This is an optimization exercise on Yosys and OpenROAD, whose aim is small area, a short achievable clock period and few clock cycles, not a production implementation. The RTL was checked by simulation tests, not by an equivalence proof against the original design.

==> flow/design.v (excerpt) <==
module mul (
    input wire clk,
    input wire rst_n,
    input wire [32-1:0] multiplicand_i,
    input wire [32-1:0] multiplier_i,
    input wire                       valid_in,
    input wire                       ctrl_ready_i,
    input wire [                3:0] op_i,
    input wire [ 5-1:0] reg_waddr_i,
    input wire [3-1:0] commit_id_i,
    output reg [32-1:0] result_o,
    output reg                       valid_o,
    output reg [ 5-1:0] reg_waddr_o,
    output reg [3-1:0] commit_id_o
);
    wire en = ctrl_ready_i;
    wire op_mulh   = (op_i == 4'b0010);
    wire op_mulhsu = (op_i == 4'b0100);
    wire op_mulhu  = (op_i == 4'b1000);
    wire a_sext = (op_mulh | op_mulhsu) & multiplicand_i[31];
    wire b_sext = op_mulh & multiplier_i[31];
    wire [32:0] a_d  = {a_sext, multiplicand_i};
    wire        hi_d = op_mulh | op_mulhsu | op_mulhu;
    wire [34:0] bx = {b_sext, b_sext, multiplier_i, 1'b0};   
    wire [16:0] one_d, two_d, neg_d;
    genvar g;
    generate for (g = 0; g < 17; g = g + 1) begin : enc
        assign neg_d[g] = bx[2*g+2] & ~(bx[2*g+1] & bx[2*g]);
        assign one_d[g] = bx[2*g+1] ^ bx[2*g];
        assign two_d[g] = (bx[2*g+2] & ~bx[2*g+1] & ~bx[2*g]) | (~bx[2*g+2] & bx[2*g+1] & bx[2*g]);
    end endgenerate
    reg [32:0] a;
    reg        hi_s1, valid_s1;
    reg [5-1:0]  reg_waddr_s1;
    reg [3-1:0] commit_id_s1;
    wire [16:0] one, two, neg;
    reg [16:0] one_s1, two_s1, neg_s1;
    assign one = one_s1;
    assign two = two_s1;
    assign neg = neg_s1;
    always @(posedge clk) begin
        if (!rst_n) valid_s1 <= 1'b0;
  ...
Size in the first run: roughly 3200 cells after synthesis, roughly 120 I/O pins.
export LEC_CHECK = 0
export CAP_MARGIN = 20
export CORE_MARGIN = 2
export CORE_UTILIZATION = 40
export CTS_BUF_LIST = sky130_fd_sc_hd__clkbuf_4 sky130_fd_sc_hd__clkbuf_8
export CTS_CLUSTER_SIZE = 30
export PLACE_DENSITY = 0.65
export SETUP_SLACK_MARGIN = 5
export SLEW_MARGIN = 20
export TNS_END_PERCENT = 100
create_clock -name core_clock -period 10.0 [get_ports {clk}]
standard.sh (not shown) runs the stock make flow with config.mk's settings and CLKGATE_MAP_FILE= SYNTH_SCRIPT=/design/flow/synth_recipe.tcl, a recipe that flattens the netlist after the stock synthesis.
==> flow/flow/run.sh <==
#!/bin/bash
set -o pipefail
bash standard.sh SETUP_SLACK_MARGIN=6.1 "BUFFER_PORTS_ARGS=-buffer_cell sky130_fd_sc_hd__buf_2" finish > standard_flow.log 2>&1
The first run completed with no timing, DRC or antenna violations.
Testbench counts at the start, summed over its fixed seeds: cycles 8,824.
Rerun with:
==> flow/run.sh (new file) <==
#!/bin/bash
# synth_recipe.tcl (not shown) runs the flow's synth.tcl, then flattens the netlist and writes it again
# the make line also repeats each setting of config.mk as NAME=value (left out here)
make -C /OpenROAD-flow-scripts/flow DESIGN_CONFIG=/design/flow/config.mk WORK_HOME=/design/flow/orfs CLKGATE_MAP_FILE= SYNTH_SCRIPT=/design/flow/synth_recipe.tcl finish
CTS_BUF_LIST = default   (was sky130_fd_sc_hd__clkbuf_4 sky130_fd_sc_hd__clkbuf_8)
CTS_CLUSTER_SIZE = default   (was 30)
removed: flow/flow/run.sh
removed: flow/standard.sh
After rerunning: The changed run ran to the end with no violations; first-iteration DRC count goes up by 4.9%; flip-flop and latch count does not change; core utilization goes down by 0.18 points; design area goes down by 0.40%; non-clock buffer count goes down by 10; sequential share of layout area goes up by 0.10 points; worst setup slack gets worse by 0.64 ns; clock-buffer cell count goes down by 20.
Rerun with:
==> flow/flow/run.sh (new file) <==
#!/bin/bash
set -o pipefail
bash standard.sh SETUP_SLACK_MARGIN=6.0 finish > standard_flow.log 2>&1
==> flow/standard.sh (new file) <==
#!/bin/bash
# synth_recipe.tcl (not shown) runs the flow's synth.tcl, then flattens the netlist and writes it again
# the make line also repeats each setting of config.mk as NAME=value (left out here)
make -C /OpenROAD-flow-scripts/flow DESIGN_CONFIG=/design/flow/config.mk WORK_HOME=/design/flow/orfs CLKGATE_MAP_FILE= SYNTH_SCRIPT=/design/flow/synth_recipe.tcl "${@:-finish}"
removed: flow/run.sh
Outcome:
- via count hardly moves
- die area is unchanged
- worst setup slack gains 0.59 ns
- design area rises by 1.4%
Rerun with:
==> flow/flow/run.sh (replaced) <==
#!/bin/bash
set -o pipefail
bash standard.sh SETUP_SLACK_MARGIN=6.5 finish > standard_flow.log 2>&1
After rerunning: Worst setup slack is better by 0.21 ns; wire length grows by 14%; core utilization grows by 5.6 points; cell count grows by 4.1%; clock skew grows by 0.0057 ns; global-route usage grows by 3.0 points; count of clock-buffer cells in the layout stays the same; hold slack hardly moves.

[afterwards: timing with drivers on the ports]
No port has a modelled driver above. Below, the same layouts with a new extraction and two added sets of constraints.
Step 1 assumes that a clkbuf_16 drives the clock port and a buf_2 every other input.
Step 2, shift: input delay + t, output delay - t, t = (earliest + latest rising clock arrival at the registers) / 2. This alone moves slack from input paths to output paths.
Slacks: ideal ports / drivers / drivers and shift; pairs: ideal ports / drivers.
| run | t (ns) | slack for setup (ns) | cell pins on the clock port's net |
|---|---|---|---|
| the first run | 0.753 | 6.110 / 6.110 / 5.819 | 1 |
| the second run | 0.651 | 5.465 / 5.465 / 5.465 | 1 |
| the third run | 0.647 | 6.056 / 6.056 / 5.634 | 1 |
| the fourth run | 0.670 | 6.270 / 6.270 / 6.008 | 1 |
After both steps every run listed still meets setup and hold. For the third run, which loses most, drivers alone change the setup slack by 0.000 ns; drivers and shift together by -0.422 ns.
